This is an optimization exercise on Yosys and OpenROAD, whose aim is small area, a short achievable clock period and few clock cycles per item, not a production implementation. Only simulation tests tie the RTL to the original design; equivalence was not proved.

## flow/design.v

```verilog
module maxmin (
  input  [7:0] a,
  input  [7:0] b,
  output [7:0] hi,
  output [7:0] lo
);
  wire s = a[6:0] > b[6:0];
  wire sel = (a[7] ^ b[7]) ? a[7] : s;
  assign hi[7]   = a[7] | b[7];
  assign lo[7]   = a[7] & b[7];
  assign hi[6:0] = sel ? a[6:0] : b[6:0];
  assign lo[6:0] = sel ? b[6:0] : a[6:0];
endmodule
module sorter_top (
  input              clk,
  input              rst,
  input              in_valid,
  input      [79:0]  in_list,
  output reg         out_valid,
  output reg [79:0]  out_list
);
  wire [7:0] s0 [0:9];
  wire [7:0] s1 [0:9];
  wire [7:0] s2 [0:9];
  wire [7:0] s3 [0:9];
  wire [7:0] s4 [0:9];
  reg  [7:0] r4 [0:9];
  wire [7:0] s5 [0:9];
  wire [7:0] s6 [0:9];
  wire [7:0] s7 [0:9];
  wire [7:0] s8 [0:9];
  genvar g;
  generate
    for (g = 0; g < 10; g = g + 1) begin : io
      assign s0[g] = in_list[8*g +: 8];
      always @(posedge clk) r4[g] <= s4[g];
      always @(*) out_list[8*g +: 8] = s8[g];
    end
  endgenerate
  always @(posedge clk) begin
    if (rst) out_valid <= 1'b0;
    else     out_valid <= in_valid;
  end
  maxmin c1a (s0[0], s0[8], s1[0], s1[8]);
  maxmin c1b (s0[1], s0[9], s1[1], s1[9]);
  maxmin c1c (s0[2], s0[7], s1[2], s1[7]);
  maxmin c1d (s0[3], s0[5], s1[3], s1[5]);
  maxmin c1e (s0[4], s0[6], s1[4], s1[6]);
  maxmin c2a (s1[0], s1[2], s2[0], s2[2]);
  maxmin c2b (s1[1], s1[4], s2[1], s2[4]);
  maxmin c2c (s1[5], s1[8], s2[5], s2[8]);
  maxmin c2d (s1[7], s1[9], s2[7], s2[9]);
  assign s2[3] = s1[3];
  assign s2[6] = s1[6];
  maxmin c3a (s2[0], s2[3], s3[0], s3[3]);
  maxmin c3b (s2[2], s2[4], s3[2], s3[4]);
  maxmin c3c (s2[5], s2[7], s3[5], s3[7]);
  maxmin c3d (s2[6], s2[9], s3[6], s3[9]);
  assign s3[1] = s2[1];
  assign s3[8] = s2[8];
  maxmin c4a (s3[0], s3[1], s4[0], s4[1]);
  maxmin c4b (s3[3], s3[6], s4[3], s4[6]);
  maxmin c4c (s3[8], s3[9], s4[8], s4[9]);
  assign s4[2] = s3[2];
  assign s4[4] = s3[4];
  assign s4[5] = s3[5];
  assign s4[7] = s3[7];
  maxmin c5a (r4[1], r4[5], s5[1], s5[5]);
  maxmin c5b (r4[2], r4[3], s5[2], s5[3]);
  maxmin c5c (r4[4], r4[8], s5[4], s5[8]);
  maxmin c5d (r4[6], r4[7], s5[6], s5[7]);
  assign s5[0] = r4[0];
  assign s5[9] = r4[9];
  maxmin c6a (s5[1], s5[2], s6[1], s6[2]);
  maxmin c6b (s5[3], s5[5], s6[3], s6[5]);
  maxmin c6c (s5[4], s5[6], s6[4], s6[6]);
  maxmin c6d (s5[7], s5[8], s6[7], s6[8]);
  assign s6[0] = s5[0];
  assign s6[9] = s5[9];
  maxmin c7a (s6[2], s6[3], s7[2], s7[3]);
  maxmin c7b (s6[4], s6[5], s7[4], s7[5]);
  maxmin c7c (s6[6], s6[7], s7[6], s7[7]);
  assign s7[0] = s6[0];
  assign s7[1] = s6[1];
  assign s7[8] = s6[8];
  assign s7[9] = s6[9];
  maxmin c8a (s7[3], s7[4], s8[3], s8[4]);
  maxmin c8b (s7[5], s7[6], s8[5], s8[6]);
  assign s8[0] = s7[0];
  assign s8[1] = s7[1];
  assign s8[2] = s7[2];
  assign s8[7] = s7[7];
  assign s8[8] = s7[8];
  assign s8[9] = s7[9];
endmodule
```

## flow/run.sh

```bash
#!/bin/bash
# synth_recipe.tcl (not shown) runs the flow's synth.tcl, then flattens the netlist and writes it again
# the make line also repeats each setting of config.mk as NAME=value (left out here)
make -C /OpenROAD-flow-scripts/flow DESIGN_CONFIG=/design/flow/config.mk WORK_HOME=/design/flow/orfs CLKGATE_MAP_FILE= SYNTH_SCRIPT=/design/flow/synth_recipe.tcl finish
```

## flow/config.mk

```make
export PLATFORM = sky130hd
export DESIGN_NAME = sorter_top
export DESIGN_NICKNAME = sorter_top
export VERILOG_FILES = /design/flow/design.v
export SDC_FILE = /design/flow/constraint.sdc
export NUM_CORES = 4
export LEC_CHECK = 0
export ABC_AREA = 1
export CAP_MARGIN = 20
export CORE_MARGIN = 2
export CORE_UTILIZATION = 40
export SLEW_MARGIN = 20
```

## flow/constraint.sdc

```tcl
create_clock -name core_clock -period 700.0 [get_ports {clk}]
set_input_delay 140.0000 -clock core_clock [delete_from_list [all_inputs] [get_ports {clk}]]
set_output_delay 140.0000 -clock core_clock [all_outputs]
set_load 0.01 [all_outputs]
```

==> out/summary.txt, run 1 <==
Post-synth cell types = 46
GR Overflow Total = 0
Clk buf depth = 2
Max frequency = 6.77 MHz
Slowest CP cell = o21ai_0
Max transition margin = 0.350
Clock H-tree levels = 3
Period minus WS final = 147.80 ns
Hold-fix buffer count after cts = 0
GRT Resource Usage Total = 0.229
Worst slack at placement = 552.37 ns
Cell with the most instances after synthesis = nand2_1
CTS tree = yes
Layout cells sized above 1 = 0.0392
Clk slew on worst S/H paths = 0.06 ns
Vias/cell = 4.99
Total Routed Length = 40800 um
Die Width = 187 um
First-pass GRT wire length = 65400 um
FF+latch count, synth = 81
Per-cell routed wire length = 14.0 um
Top_reg_cell synth = dfxtp_1
Via count = 14600
# setup viols final = 0
Postcts setup bufs = 0
WP data required = 560.00 ns
Final HPWL from detailed placement = 35600 um
DP Cell Count = 2908
Area contributors post-synth = nand2_1 24%, ha_1 21%, dfxtp_1 12%
RSZ-0062 raised after global routing = false
DRT Pass-1 Iters = 5
Multi-input gate area = 0.0102 mm^2
Synth Warn # = 3
Hold Path Class = in -> reg
Sequential Area = 0.00162 mm^2
GP Congestion = 0.919
Final Instance Count excl. Fillers = 2924
CP arrival = 7.80 ns
Vias in the first global route = 13200
Critical path's top delay family = simple AND/OR/NAND/NOR gates
Syn_area_per_cell = 5.68 um^2
Most used cell, CP = nand2_1
Area grow syn2layout = 15.8%
Slew Limit Fails = 0
WS Path Type = reg -> out
Post-synthesis sequential area ratio = 0.121
Row cnt = 67
Post_cts resized = 0
Crit. path cell count = 38
Setup crit end kind = output port
Synthesized netlist cell count = 2360
Least-Margin Pin Slew = 0.964 ns
Hold Vio Cnt, Final = 0
Cell taking the most area after synthesis = nand2_1
Async SR Flop Fraction = 0
Antenna Nets Post-Route = 0
Hold path depth = 3
Total core area = 0.0333 mm^2
Worst path buffer plus inverter count = 5
Drt drc = 0
Placed cell area = 0.0153 mm^2
CP Launch Type = register
# IOs = 164
Crit path largest cell delay = 0.51 ns
Fin crit share = 0.211
Post-synth top cells = 874 x nand2_1, 318 x inv_1, 295 x o21ai_0
Clk root buf = clkbuf_16
TritonCTS Buffers = 9
Outcome = timing/DRC/antenna clean
Core Util, Final = 0.467
Starting Density = 0.403
Die Ht = 187 um
Synthesized area = 0.0134 mm^2
Setup ws final = 552.20 ns
Syn nets = 2663
Filler cell count in the final layout = 3590
Clk sinks = 81
Fin area = 0.0155 mm^2
Peak fanout along the critical path = 24
Drt initial violations = 845
Full die area = 0.0350 mm^2
Number of flops mapped to enable cells by yosys = 0
Synth top area share = 0.245
IO buf count = 163
Setup TNS = 0 ns
Max-cap violations = 0
Initial antenna violation count = 0
Largest net degree at the start of global routing = 31
N_diodes = 0
NumNets Final = 2774
## through the flow
stage | hold slack (ns)
after global placement | 140.52
after detailed placement | 140.53
after CTS | 140.16
after global routing | 140.19
after floorplan | 140.07
final | 140.17
## layout make-up
class,instances,share of cell area
repair buffers,167,0.107
clock buffers,10,0.0147
clock inverters,6,0.00322
inverters,325,0.0785
flip-flops and latches,81,0.104
multi-input cells,1887,0.656
well taps,448,0.0361
## placed cells by master, fill, tap and decap left out, types with 3 or more instances in the layout
cell / synthesis / final
nand3_1: 204 / 204
nand2_1: 874 / 874
nor2_1: 100 / 100
inv_2: 3 / 3
nand4_1: 6 / 6
ha_1: 220 / 220
o21a_1: 3 / 3
dfxtp_1: 81 / 81
a21boi_1: 3 / 3
buf_4: 12 / 4
a21boi_0: 4 / 4
nand3b_1: 9 / 9
clkinv_1: 4 / 4
o21ai_0: 295 / 295
clkbuf_16: 0 / 9
o21ai_1: 4 / 4
o21bai_1: 4 / 4
nand2_2: 48 / 48
nand2_4: 11 / 11
a31oi_1: 4 / 4
a31o_2: 6 / 6
a211oi_1: 5 / 5
nor2_2: 4 / 4
inv_1: 318 / 318
clkdlybuf4s50_1: 0 / 163
a21oi_1: 59 / 59
o21ai_2: 4 / 4
## logic make-up after synthesis
family                     Yosys count  synth area share
buffers and inverters              392             0.119
DFF                                 81             0.121
xor gates and xnor gates             1          0.000653
AOI/OAI and AO/OA                  406             0.162
adders and majority gates          220             0.205
and+or+nand+nor                   1260             0.392
## worst min-delay path, stage by stage
cell	delay [ns]
clkdlybuf4s50_1	0.40
inv_1	0.05
nor2_1	0.03
## layer usage
metal | track usage | routed length, um
met5 | 0 | 0
met2 | 0.414 | 19300
met4 | 0.0900 | 1380
met1 | 0.285 | 18900
met3 | 0.0124 | 1180
## final timing paths
kind	start	to	slack, ns
worst max-delay path	r4[3][2]	out_list[36]	552.20
worst min-delay path	in_valid	out_valid	140.17
## state kept, by name, summed over array words and instances (netlist names)
| name | flops |
|---|---|
| r4 | 80 |
| out_valid | 1 |
Testbench counts, summed over its fixed seeds: cycles 16,000, items 16,000.
==> inputs of run 2 (changes only) <==
--- a/flow/design.v
+++ b/flow/design.v
@@ -5,6 +5,13 @@
   output [7:0] lo
 );
-  wire s = a[6:0] > b[6:0];
-  wire sel = (a[7] ^ b[7]) ? a[7] : s;
+  wire [7:0] c;
+  assign c[0] = a[0] & ~b[0];
+  genvar i;
+  generate
+    for (i = 1; i < 7; i = i + 1) begin : g
+      assign c[i] = (a[i] & ~b[i]) | (a[i] & c[i-1]) | (~b[i] & c[i-1]);
+    end
+  endgenerate
+  wire sel = (a[7] ^ b[7]) ? a[7] : c[6];
   assign hi[7]   = a[7] | b[7];
   assign lo[7]   = a[7] & b[7];
==> flow/flow/run.sh (new file) <==
#!/bin/bash
# Own flow: the standard layout, with two changes.
#  * synthesis: the standard flow's script with a different ABC script (flow/pre_synth.tcl)
#  * port buffers: buffer_ports uses buf_1 instead of the cell it picks itself
# Everything else (floorplan, power grid, placement, CTS, routing) is standard.sh.
set -euo pipefail
W=$(pwd)
cat "$W/flow/pre_synth.tcl" "$W/synth_recipe.tcl" > "$W/own_synth.tcl"
sed "s#synth_recipe\.tcl#own_synth.tcl#g" "$W/standard.sh" > "$W/own_standard.sh"
grep -q own_synth.tcl "$W/own_standard.sh"
export OWN_ABC_SCRIPT="$W/flow/abc.script"
export BUFFER_PORTS_ARGS="-buffer_cell sky130_fd_sc_hd__buf_1"
bash "$W/own_standard.sh" > "$W/make.log" 2>&1
==> flow/flow/abc.script (new file) <==
strash
dc2
dch -f
amap
==> flow/flow/pre_synth.tcl (new file) <==
# Prepended to the standard flow's synthesis script: the same synthesis, except that ABC maps
# with flow/abc.script instead of ORFS's area script, and the adder-extraction
# step (extract_fa) is skipped, so ABC sees the comparators as plain logic.
proc abc {args} {
  set i [lsearch -exact $args -script]
  if { $i >= 0 } {
    lset args [expr {$i + 1}] $::env(OWN_ABC_SCRIPT)
  }
  yosys abc {*}$args
}
unset -nocomplain ::env(ADDER_MAP_FILE)
==> flow/standard.sh (new file) <==
#!/bin/bash
# synth_recipe.tcl (not shown) runs the flow's synth.tcl, then flattens the netlist and writes it again
# the make line also repeats each setting of config.mk as NAME=value (left out here)
make -C /OpenROAD-flow-scripts/flow DESIGN_CONFIG=/design/flow/config.mk WORK_HOME=/design/flow/orfs CLKGATE_MAP_FILE= SYNTH_SCRIPT=/design/flow/synth_recipe.tcl "${@:-finish}"
removed: flow/run.sh
==> run 2 against run 1 <==
Net effect: fmax fell by 1.2%; via count is 31% lower; non-clock buffer count rose by 16; core utilization is 0.98 points higher; critical path type unchanged; die area decreased by 41%; first-iteration DRC count is 20% lower.
==> out/summary.txt, run 2 <==
Outcome = timing/DRC/antenna clean
Setup TNS = 0 ns
DRT Pass-1 Iters = 6
Full die area = 0.0206 mm^2
Via count = 10100
Hold-fix buffer count after cts = 0
Most frequent cells in the layout = 399 x o22ai_1, 312 x clkinv_1, 163 x buf_1, 145 x nor2_1, 81 x dfxtp_1
Area contributors post-synth = o22ai_1 32%, dfxtp_1 21%, clkinv_1 15%
Most used cell, CP = o21ai_0
WP data required = 560.00 ns
Cell with the most instances after synthesis = o22ai_1
N_diodes = 0
Vias in the first global route = 8255
Starting Density = 0.404
Clk root buf = clkbuf_16
Worst path buffer plus inverter count = 9
Total Routed Length = 26900 um
First-pass GRT wire length = 41400 um
Drt initial violations = 676
GR Overflow Total = 0
Cell taking the most area after synthesis = o22ai_1
Synthesized area = 0.00780 mm^2
Max-cap violations = 0
Top_reg_cell synth = dfxtp_1
Clk sinks = 81
Crit path largest cell delay = 0.82 ns
Setup crit end kind = output port
WS Path Type = reg -> out
Final HPWL from detailed placement = 22400 um
Clk buf depth = 2
TritonCTS Buffers = 9
Die Ht = 144 um
Multi-input gate area = 0.00501 mm^2
Slowest CP cell = o22ai_1
Async SR Flop Fraction = 0
NumNets Final = 1537
CP Launch Type = register
Slew Limit Fails = 0
Number of flops mapped to enable cells by yosys = 0
Sequential Area = 0.00162 mm^2
Syn nets = 1343
Max transition margin = 0.302
Post-synth top cells = 399 x o22ai_1, 312 x clkinv_1, 145 x nor2_1
Initial antenna violation count = 0
Hold Vio Cnt, Final = 0
Critical path's top delay family = compound AO/OA/AOI/OAI gates
Clock H-tree levels = 3
Synth top area share = 0.320
# IOs = 164
IO buf count = 163
Layout cells sized above 1 = 0.0240
Syn_area_per_cell = 6.19 um^2
Largest net degree at the start of global routing = 17
FF+latch count, synth = 81
Antenna Nets Post-Route = 0
Peak fanout along the critical path = 16
Post_cts resized = 0
Hold Path Class = in -> reg
Vias/cell = 5.85
CP arrival = 9.59 ns
CTS tree = yes
DP Cell Count = 1707
Final Instance Count excl. Fillers = 1723
Filler cell count in the final layout = 2099
Row cnt = 51
Die Width = 144 um
GP Congestion = 1.00
Total core area = 0.0193 mm^2
RSZ-0062 raised after global routing = false
Period minus WS final = 149.59 ns
Per-cell routed wire length = 15.6 um
Synth Warn # = 3
Drt drc = 0
Biggest register = r4
Clk slew on worst S/H paths = 0.06 ns
Post-synthesis sequential area ratio = 0.208
Postcts setup bufs = 0
Post-synth cell types = 26
Fin crit share = 0.214
Largest regs = r4 x80, out_valid x1
Least-Margin Pin Slew = 1.05 ns
Max frequency = 6.68 MHz
Largest register FFs = 80
Area grow syn2layout = 18.1%
GRT Resource Usage Total = 0.253
# setup viols final = 0
Synthesized netlist cell count = 1260
Commonest non-fill, non-tap cell in the layout = o22ai_1
-- run 2: cell count changes in the layout (fill, tap and decap cells not counted), sizes merged, moves of 18 or more --
cell	previous run	this run
nor2	104	145
a222oi	0	18
buf	4	183
nand3	204	6
inv	324	1
clkinv	6	313
ha	220	0
o21ai	303	47
nand2	933	73
o211ai	2	21
o221ai	2	33
o22ai	0	399
clkdlybuf4s50	163	0
-- run 2: cells by family (layout without fill, tap and decap cells) --
kind of cell,after synthesis,count (layout),synth area share
DFF,81,81,0.208
and+or+nand+nor,237,237,0.118
AOI/OAI and AO/OA,630,630,0.524
buffers and inverters,312,510,0.150
-- run 2: cell type report --
| type | instances | area share |
|---|---|---|
| multi-input cells | 867 | 0.544 |
| flip-flops and latches | 81 | 0.176 |
| inverters | 312 | 0.127 |
| repair buffers | 183 | 0.0827 |
| well taps | 265 | 0.0360 |
| clock buffers | 9 | 0.0244 |
| clock inverters | 6 | 0.0100 |
-- run 2: final timing paths --
kind                     start      endpoint  slack (ns)  cells past startpoint
worst max-delay path  r4[5][2]  out_list[32]      550.41                     46
worst min-delay path       rst     out_valid      139.80                      2
-- run 2: per-layer routing --
layer / vias to the layer above / track usage / wire length (um)
met5: - / 0 / 0
met4: 0 / 0.0666 / 515
met3: 31 / 0.0423 / 1730
met2: 326 / 0.413 / 12300
met1: 4499 / 0.345 / 12400
li1: 5215 / - / -
-- run 2: per-stage QoR --
stage | cell area [um^2] | worst slack, ns | utilization | hold WS (ns)
after detailed placement | 8890 | 550.44 | 0.460 | 140.16
after global placement | 8890 | 550.60 | 0.460 | 140.15
final | 9220 | 550.41 | 0.477 | 139.80
after floorplan | 7800 | 550.78 | - | 140.07
after global routing | 9220 | 548.99 | 0.477 | 139.80
after CTS | 9210 | 550.61 | 0.476 | 139.80
Testbench counts of run 2, summed over its fixed seeds: cycles 16,000, items 16,000.
==> inputs of run 3 (changes only) <==
--- a/flow/flow/run.sh
+++ b/flow/flow/run.sh
@@ -3,4 +3,5 @@
 #  * synthesis: the standard flow's script with a different ABC script (flow/pre_synth.tcl)
 #  * port buffers: buffer_ports uses buf_1 instead of the cell it picks itself
+#  * CTS: small clock buffers and no dummy loads
 # Everything else (floorplan, power grid, placement, CTS, routing) is standard.sh.
 set -euo pipefail
@@ -10,4 +11,5 @@
 grep -q own_synth.tcl "$W/own_standard.sh"
 export OWN_ABC_SCRIPT="$W/flow/abc.script"
+export CTS_ARGS="-sink_clustering_enable -repair_clock_nets -dont_use_dummy_load -buf_list {sky130_fd_sc_hd__clkbuf_4 sky130_fd_sc_hd__clkbuf_8}"
 export BUFFER_PORTS_ARGS="-buffer_cell sky130_fd_sc_hd__buf_1"
 bash "$W/own_standard.sh" > "$W/make.log" 2>&1
==> flow/flow/abc.script (replaced) <==
strash
dc2
dch -f
amap -F 10 -A 20 -C 5000
--- a/flow/config.mk
+++ b/flow/config.mk
@@ -9,4 +9,5 @@
 export CAP_MARGIN = 20
 export CORE_MARGIN = 2
-export CORE_UTILIZATION = 40
+export CORE_UTILIZATION = 60
+export GPL_TIMING_DRIVEN = 1
 export SLEW_MARGIN = 20
==> run 3 against run 2 <==
Net effect: worst setup slack worse by 1.5 ns; critical path depth down 11; critical path type unchanged; flip-flop and latch count unchanged; first-iteration DRC count up 45%; final cell count down 8.2%; synthesized area down 1.3%; still clean on timing, DRC and antenna; highest routed layer unchanged; synthesized cell count down 2.4%; cell area down 5.3%.
==> out/summary.txt, run 3 <==
Clock H-tree levels = 3
Post_cts resized = 0
Setup ws final = 548.93 ns
Biggest register = r4
Largest net degree at the start of global routing = 19
Total Routed Length = 25400 um
Largest regs = r4 x80, out_valid x1
Max-cap violations = 0
IO buf count = 163
Async SR Flop Fraction = 0
Post-synthesis sequential area ratio = 0.211
CP arrival = 11.07 ns
Worst slack at placement = 549.77 ns
Postcts setup bufs = 0
Top_reg_cell synth = dfxtp_1
GP Congestion = 1.04
TritonCTS Buffers = 9
WP data required = 560.00 ns
Synth Warn # = 3
Commonest non-fill, non-tap cell in the layout = o22ai_1
Most frequent cells in the layout = 424 x o22ai_1, 305 x clkinv_1, 163 x buf_1, 134 x nor2_1, 82 x a21oi_1
Hold Path Class = in -> reg
Clk slew on worst S/H paths = 0.09 ns
Hold Vio Cnt, Final = 0
Number of flops mapped to enable cells by yosys = 0
Clk sinks = 81
Critical path's top delay family = compound AO/OA/AOI/OAI gates
Worst hold start = rst
Hold path depth = 2
Area contributors post-synth = o22ai_1 35%, dfxtp_1 21%, clkinv_1 15%
Largest register FFs = 80
Clk buf depth = 2
Hold-fix buffer count after cts = 0
Die Width = 117 um
Drt drc = 0
Clk root buf = clkbuf_8
Cell with the most instances after synthesis = o22ai_1
First-pass GRT wire length = 38600 um
Via count = 10300
Die Ht = 117 um
Row cnt = 41
Syn_area_per_cell = 6.26 um^2
Vias in the first global route = 7983
Area grow syn2layout = 13.3%
Starting Density = 0.613
Hold Path End = out_valid
Post-synth cell types = 22
Initial antenna violation count = 0
Setup TNS = 0 ns
Total core area = 0.0126 mm^2
Placed cell area = 0.00859 mm^2
NumNets Final = 1495
Vias/cell = 6.52
Synth top area share = 0.346
Syn nets = 1313
Fin crit share = 0.216
CTS tree = yes
Synthesized netlist cell count = 1230
Peak fanout along the critical path = 16
GR Overflow Total = 0
Max frequency = 6.62 MHz
Crit path largest cell delay = 0.82 ns
GRT Resource Usage Total = 0.356
Cell taking the most area after synthesis = o22ai_1
Fin area = 0.00873 mm^2
FF+latch count, synth = 81
Slowest CP cell = o22ai_1
Setup crit end kind = output port
WS Path Type = reg -> out
Layout cells sized above 1 = 0.0142
CP Launch Type = register
Outcome = timing/DRC/antenna clean
Worst path buffer plus inverter count = 8
Most used cell, CP = o22ai_1
# setup viols final = 0
Period minus WS final = 151.07 ns
Full die area = 0.0138 mm^2
Max transition margin = 0.292
Final HPWL from detailed placement = 20800 um
Least-Margin Pin Slew = 1.06 ns
Post-synth top cells = 426 x o22ai_1, 305 x clkinv_1, 134 x nor2_1
Drt initial violations = 982
N_diodes = 0
# IOs = 164
RSZ-0062 raised after global routing = false
Per-cell routed wire length = 16.1 um
Slew Limit Fails = 0
Filler cell count in the final layout = 1186
DRT Pass-1 Iters = 6
Antenna Nets Post-Route = 0
Synthesized area = 0.00770 mm^2
## run 3: changes by cell type after synthesis, sizes merged, moves of 7 or more
cell	change
a21oi	+21
a222oi	+8
a221oi	-9
o22ai	+27
nor2	-11
nand2	-34
o221ai	-18
o211ai	-11
clkinv	-7
a22oi	+18
## run 3: cell families after synthesis
family	Yosys count	synth area share
flip-flops	81	0.211
AND/OR/NAND/NOR	179	0.0887
AO/OA/AOI/OAI	665	0.552
buffers and inverters	305	0.149
## run 3: how the worst max path moves through the flow
stage             start           end  slack, ns  cells past startpoint
2_1_floorplan  r4[3][2]  out_list[24]     551.35                     34
3_3_place_gp   r4[7][2]  out_list[40]     550.06                     38
3_5_place_dp   r4[7][2]  out_list[41]     549.77                     38
4_1_cts        r4[3][2]  out_list[26]     549.36                     35
5_1_grt        r4[3][1]  out_list[25]     548.06                     35
6_report       r4[3][2]  out_list[27]     548.93                     35
## run 3: through the flow
step,hold slack (ns),utilization,std cells
floorplan,140.07,-,1230
global placement,140.15,0.683,1573
detailed placement,140.16,0.683,1573
CTS,139.76,0.693,1582
global route,139.81,0.694,1582
finish,139.78,0.694,1582
## run 3: area by class of cell
class	instances	area (um^2)	area share
clock buffers	9	124	0.0142
inverters	305	1140	0.131
multi-input cells	844	4950	0.567
flip-flops and latches	81	1620	0.186
well taps	172	215	0.0247
repair buffers	171	672	0.0770
## run 3: routing by layer
layer  GRT usage  wire length (um)  up-vias
li1            -                 -     5161
met1       0.456             10900     4522
met2       0.578             11300      533
met3      0.0443              1830       95
met4       0.204              1450        0
met5           0                 0        -
==> inputs of run 4 (changes only) <==
--- a/flow/config.mk
+++ b/flow/config.mk
@@ -10,4 +10,4 @@
 export CORE_MARGIN = 2
 export CORE_UTILIZATION = 60
-export GPL_TIMING_DRIVEN = 1
+export GPL_TIMING_DRIVEN = 0
 export SLEW_MARGIN = 20
==> run 4 against run 3 <==
Net effect: synthesized cell count unchanged; via count decreased by 1.1%; first-iteration DRC count increased by 7.8%; fmax about the same; final cell count decreased by 0.32%; non-clock buffer count decreased by 5; cell area decreased by 0.49%; critical endpoint is now out_list[25].
==> out/summary.txt, run 4 <==
CTS tree = yes
NumNets Final = 1490
CP Launch Type = register
RSZ-0062 raised after global routing = false
# setup viols final = 0
Peak fanout along the critical path = 16
Postcts setup bufs = 0
Synth top area share = 0.346
WP data required = 560.00 ns
Hold Path Class = in -> reg
Post-synthesis sequential area ratio = 0.211
Die Width = 117 um
Post-synthesis xor/xnor area fraction = 0
# IOs = 164
Drt drc = 0
Filler cell count in the final layout = 1199
Number of flops mapped to enable cells by yosys = 0
Vias in the first global route = 7785
Synthesized netlist cell count = 1230
Row cnt = 41
Compound-gate portion of the synthesized area = 0.552
Hold path depth = 2
Worst path buffer plus inverter count = 8
Hold-fix buffer count after cts = 0
Commonest non-fill, non-tap cell in the layout = o22ai_1
Max transition margin = 0.286
Clk sinks = 81
Fin crit share = 0.216
Synthesized area = 0.00770 mm^2
Per-cell routed wire length = 16.0 um
GR Overflow Total = 0
Critical path launch point = r4[3][2]
Top_reg_cell synth = dfxtp_1
Critical path's top delay family = compound AO/OA/AOI/OAI gates
Max-cap violations = 0
Clk slew on worst S/H paths = 0.09 ns
Worst hold start = rst
Total Routed Length = 25200 um
Outcome = timing/DRC/antenna clean
Final HPWL from detailed placement = 20600 um
Die Ht = 117 um
Most frequent cells in the layout = 426 x o22ai_1, 305 x clkinv_1, 163 x buf_1, 134 x nor2_1, 82 x a21oi_1
Area grow syn2layout = 12.8%
IO buf count = 163
Via count = 10200
Clk buf depth = 2
GP Congestion = 1.01
Clk root buf = clkbuf_8
CP arrival = 11.13 ns
Syn nets = 1313
Core Util, Final = 0.691
Crit path largest cell delay = 0.81 ns
Largest register FFs = 80
Full die area = 0.0138 mm^2
N_diodes = 0
Period minus WS final = 151.13 ns
Initial antenna violation count = 0
Mux cell area share after synthesis = 0
Simple-Gate Fraction of Synth Area = 0.0887
WS Path Type = reg -> out
GRT Resource Usage Total = 0.349
First-pass GRT wire length = 37800 um
Hold Vio Cnt, Final = 0
Hold Path End = out_valid
Total core area = 0.0126 mm^2
Vias/cell = 6.47
Cell taking the most area after synthesis = o22ai_1
Async SR Flop Fraction = 0
Clock H-tree levels = 3
Largest family of logic cells by synthesized area = compound AO/OA/AOI/OAI gates
Setup TNS = 0 ns
Syn_area_per_cell = 6.26 um^2
Post_cts resized = 0
Layout cells sized above 1 = 0.00996
Slowest CP cell = o22ai_1
Setup crit end kind = output port
Cell with the most instances after synthesis = o22ai_1
Antenna Nets Post-Route = 0
Least-Margin Pin Slew = 1.07 ns
Largest net degree at the start of global routing = 19
Largest regs = r4 x80, out_valid x1
Drt initial violations = 1059
Biggest register = r4
DRT Pass-1 Iters = 8
Max frequency = 6.62 MHz
Starting Density = 0.613
Slew Limit Fails = 0
TritonCTS Buffers = 9
Adder-cell share of the synthesized area = 0
Synth Warn # = 3
Post-synth cell types = 22
Post-synth top cells = 426 x o22ai_1, 305 x clkinv_1, 134 x nor2_1
Area contributors post-synth = o22ai_1 35%, dfxtp_1 21%, clkinv_1 15%
FF+latch count, synth = 81
==> run 4: worst max path at each step <==
stage	slack [ns]	depth (start not counted)	endpoint
after floorplan	551.35	34	out_list[24]
after global placement	549.65	38	r4[8][4]
after global routing	547.73	39	out_list[40]
after detailed placement	549.59	38	r4[8][4]
after CTS	549.25	38	out_list[53]
final	548.88	33	out_list[25]
==> run 4: kinds of logic after synthesis <==
logic type	count (synthesis)
buffers and inverters	305
DFF	81
AOI/OAI and AO/OA	665
and+or+nand+nor	179
==> run 4: routing by layer <==
metal	up-vias	track usage	wire length [um]
li1	5143	-	-
met1	4493	0.458	11000
met2	490	0.580	11500
met3	71	0.0355	1650
met4	0	0.160	1090
met5	-	0	0
==> run 4: area by class of cell <==
class | instances | area, um^2 | share of cell area
Sequential cell | 81 | 1620 | 0.187
Inverter | 305 | 1140 | 0.132
Timing Repair Buffer | 166 | 634 | 0.0730
Multi-Input combinational cell | 844 | 4940 | 0.569
Tap cell | 172 | 215 | 0.0248
Clock buffer | 9 | 124 | 0.0143
==> run 4: per-stage QoR <==
| step | setup slack (ns) | hold slack, ns | instance area [um^2] | cells |
|---|---|---|---|---|
| after global placement | 549.65 | 140.15 | 8530 | 1565 |
| after global routing | 547.73 | 139.79 | 8680 | 1577 |
| after detailed placement | 549.59 | 140.16 | 8530 | 1565 |
| after floorplan | 551.35 | 140.07 | 7700 | 1230 |
| after CTS | 549.25 | 139.78 | 8660 | 1574 |
| final | 548.88 | 139.79 | 8680 | 1577 |
==> inputs of run 5 (changes only) <==
--- a/flow/design.v
+++ b/flow/design.v
@@ -6,12 +6,12 @@
 );
   wire [7:0] c;
-  assign c[0] = a[0] & ~b[0];
+  assign c[0] = a[0];
   genvar i;
   generate
-    for (i = 1; i < 7; i = i + 1) begin : g
+    for (i = 1; i < 8; i = i + 1) begin : g
       assign c[i] = (a[i] & ~b[i]) | (a[i] & c[i-1]) | (~b[i] & c[i-1]);
     end
   endgenerate
-  wire sel = (a[7] ^ b[7]) ? a[7] : c[6];
+  wire sel = c[7];
   assign hi[7]   = a[7] | b[7];
   assign lo[7]   = a[7] & b[7];
==> run 5 against run 4 <==
Net effect: worst setup slack worse by 0.15 ns; critical endpoint is now out_list[44]; first-iteration DRC count is 25% higher; global-route usage is 1.4 points higher; synthesized cell count is 3.6% lower; count of clock-buffer cells in the layout stayed put; final cell count is 3.0% lower; via count is 0.22% lower.
==> out/summary.txt, run 5 <==
Hold Vio Cnt, Final = 0
Die Width = 116 um
GRT Resource Usage Total = 0.364
Row cnt = 40
Clk sinks = 81
Hold-fix buffer count after cts = 0
Worst path buffer plus inverter count = 6
Most frequent cells in the layout = 376 x o22ai_1, 248 x clkinv_1, 163 x buf_1, 162 x nor2_1, 95 x a21oi_1
Post-synth top cells = 378 x o22ai_1, 248 x clkinv_1, 162 x nor2_1
Cell taking the most area after synthesis = o22ai_1
Post-synthesis sequential area ratio = 0.215
Period minus WS final = 151.28 ns
Async SR Flop Fraction = 0
Starting Density = 0.620
RSZ-0062 raised after global routing = false
Drt drc = 0
Cell with the most instances after synthesis = o22ai_1
Setup crit end kind = output port
Least-Margin Pin Slew = 1.07 ns
GP Congestion = 0.983
CP Launch Type = register
Hold path depth = 2
Synth top area share = 0.313
Max frequency = 6.61 MHz
N_diodes = 0
Clk buf depth = 2
Vias/cell = 6.65
IO buf count = 163
Largest register FFs = 80
Initial antenna violation count = 0
# setup viols final = 0
Setup ws final = 548.72 ns
Synthesized area = 0.00755 mm^2
Clock H-tree levels = 3
Clk slew on worst S/H paths = 0.07 ns
GR Overflow Total = 0
Total Routed Length = 25700 um
Worst slack at placement = 549.23 ns
Post-synth cell types = 25
NumNets Final = 1447
TritonCTS Buffers = 9
Outcome = timing/DRC/antenna clean
Biggest register = r4
Commonest non-fill, non-tap cell in the layout = o22ai_1
Max transition margin = 0.287
CP arrival = 11.28 ns
Critical path's top delay family = compound AO/OA/AOI/OAI gates
Largest net degree at the start of global routing = 19
Number of flops mapped to enable cells by yosys = 0
Post_cts resized = 0
Setup TNS = 0 ns
Drt initial violations = 1321
Synthesized netlist cell count = 1186
Slowest CP cell = o22ai_1
DRT Pass-1 Iters = 8
Hold WS = 139.79 ns
Peak fanout along the critical path = 17
Full die area = 0.0135 mm^2
Per-cell routed wire length = 16.8 um
Hold Path Class = in -> reg
Top_reg_cell synth = dfxtp_1
Layout cells sized above 1 = 0.0132
Die Ht = 116 um
Worst hold start = rst
Syn_area_per_cell = 6.36 um^2
Crit path largest cell delay = 0.77 ns
Vias in the first global route = 8173
Fin crit share = 0.216
Synth Warn # = 3
Via count = 10200
Max-cap violations = 0
Hold Path End = out_valid
Postcts setup bufs = 0
Syn nets = 1269
Antenna Nets Post-Route = 0
Total core area = 0.0122 mm^2
Slew Limit Fails = 0
Area grow syn2layout = 13.4%
CTS tree = yes
Area contributors post-synth = o22ai_1 31%, dfxtp_1 21%, clkinv_1 12%
Clk root buf = clkbuf_8
First-pass GRT wire length = 39100 um
WS Path Type = reg -> out
Largest regs = r4 x80, out_valid x1
WP data required = 560.00 ns
FF+latch count, synth = 81
# IOs = 164
Final HPWL from detailed placement = 20600 um
## run 5: changes by cell type in the layout (fill, tap and decap cells not counted), moves of 7 or more
cell / before / now
o22a_1: 11 / 31
a22oi_1: 27 / 17
o22ai_1: 426 / 376
nor2_1: 134 / 162
o21ai_0: 48 / 41
a21oi_1: 82 / 95
o211ai_1: 10 / 1
clkinv_1: 305 / 248
## run 5: per-layer routing
| metal | global-route usage | routed length [um] | vias to the layer above | part of all wire |
|---|---|---|---|---|
| met5 | 0 | 0 | - | 0 |
| met4 | 0.182 | 1310 | 0 | 0.051 |
| met3 | 0.0436 | 2010 | 94 | 0.078 |
| met2 | 0.615 | 11600 | 547 | 0.45 |
| met1 | 0.461 | 10800 | 4524 | 0.42 |
| li1 | - | - | 5010 | - |
## run 5: worst max path at each step
stage,end,cells past startpoint,from,slack (ns)
floorplan,out_list[41],34,r4[7][3],551.11
global placement,out_list[41],35,r4[7][3],549.54
detailed placement,out_list[44],35,r4[7][3],549.23
CTS,out_list[44],35,r4[7][3],548.86
global route,out_list[41],37,r4[1][1],547.81
finish,out_list[44],37,r4[1][1],548.72
## run 5: cell families (layout without fill, tap and decap cells)
logic type / Yosys count / after routing / share of synthesized area
compound gates: 643 / 643 / 0.553
flops: 81 / 81 / 0.215
simple gates: 214 / 214 / 0.109
buf+inv: 248 / 424 / 0.123
## run 5: cell type report
| type | instances | area, um^2 |
|---|---|---|
| multi-input cells | 857 | 5030 |
| inverters | 248 | 931 |
| well taps | 168 | 210 |
| clock buffers | 9 | 124 |
| flip-flops and latches | 81 | 1620 |
| repair buffers | 167 | 639 |
| fillers | 1148 | 3610 |
## run 5: through the flow
stage	instance area, um^2	cells	util
floorplan	7550	1186	-
global placement	8370	1517	0.688
detailed placement	8410	1519	0.691
CTS	8530	1528	0.701
global route	8550	1530	0.703
finish	8550	1530	0.703
Testbench counts of run 5, summed over its fixed seeds: cycles 16,000, items 16,000.

==> port drivers added, routing unchanged <==
How much do the figures lean on ideal ports? The routed layouts below were timed once more, with nothing changed but the port constraints. Step 1: set_driving_cell puts a clkbuf_16 on clk and a buf_2 on each other input, an assumption about the parent block. Step 2 adds t to the input delays and takes it off the output delays; t is the mean of the earliest and latest rising clock arrival at the registers after step 1. Input paths then give back, and output paths get back, about the clock's delay inside the block. a / b / c = ideal ports / drivers / drivers and shift; a / b = the first two.
| run | t (ns) | setup WS [ns] | worst setup path at the end | clock arrival spread, ns | worst register clock-pin slew, ns |
|---|---|---|---|---|---|
| run 1 | 0.382 | 552.197 / 552.151 / 552.236 | input to register | 0.011 / 0.011 | 0.06 / 0.06 |
| run 2 | 0.380 | 550.410 / 550.366 / 550.530 | input to register | 0.011 / 0.010 | 0.06 / 0.06 |
| run 3 | 0.380 | 548.933 / 548.899 / 549.279 | register to output | 0.034 / 0.034 | 0.09 / 0.09 |
| run 4 | 0.368 | 548.875 / 548.840 / 549.208 | register to output | 0.039 / 0.039 | 0.09 / 0.09 |
| run 5 | 0.373 | 548.721 / 548.686 / 549.059 | register to output | 0.017 / 0.017 | 0.07 / 0.07 |
After both steps setup and hold are still met in every run listed.
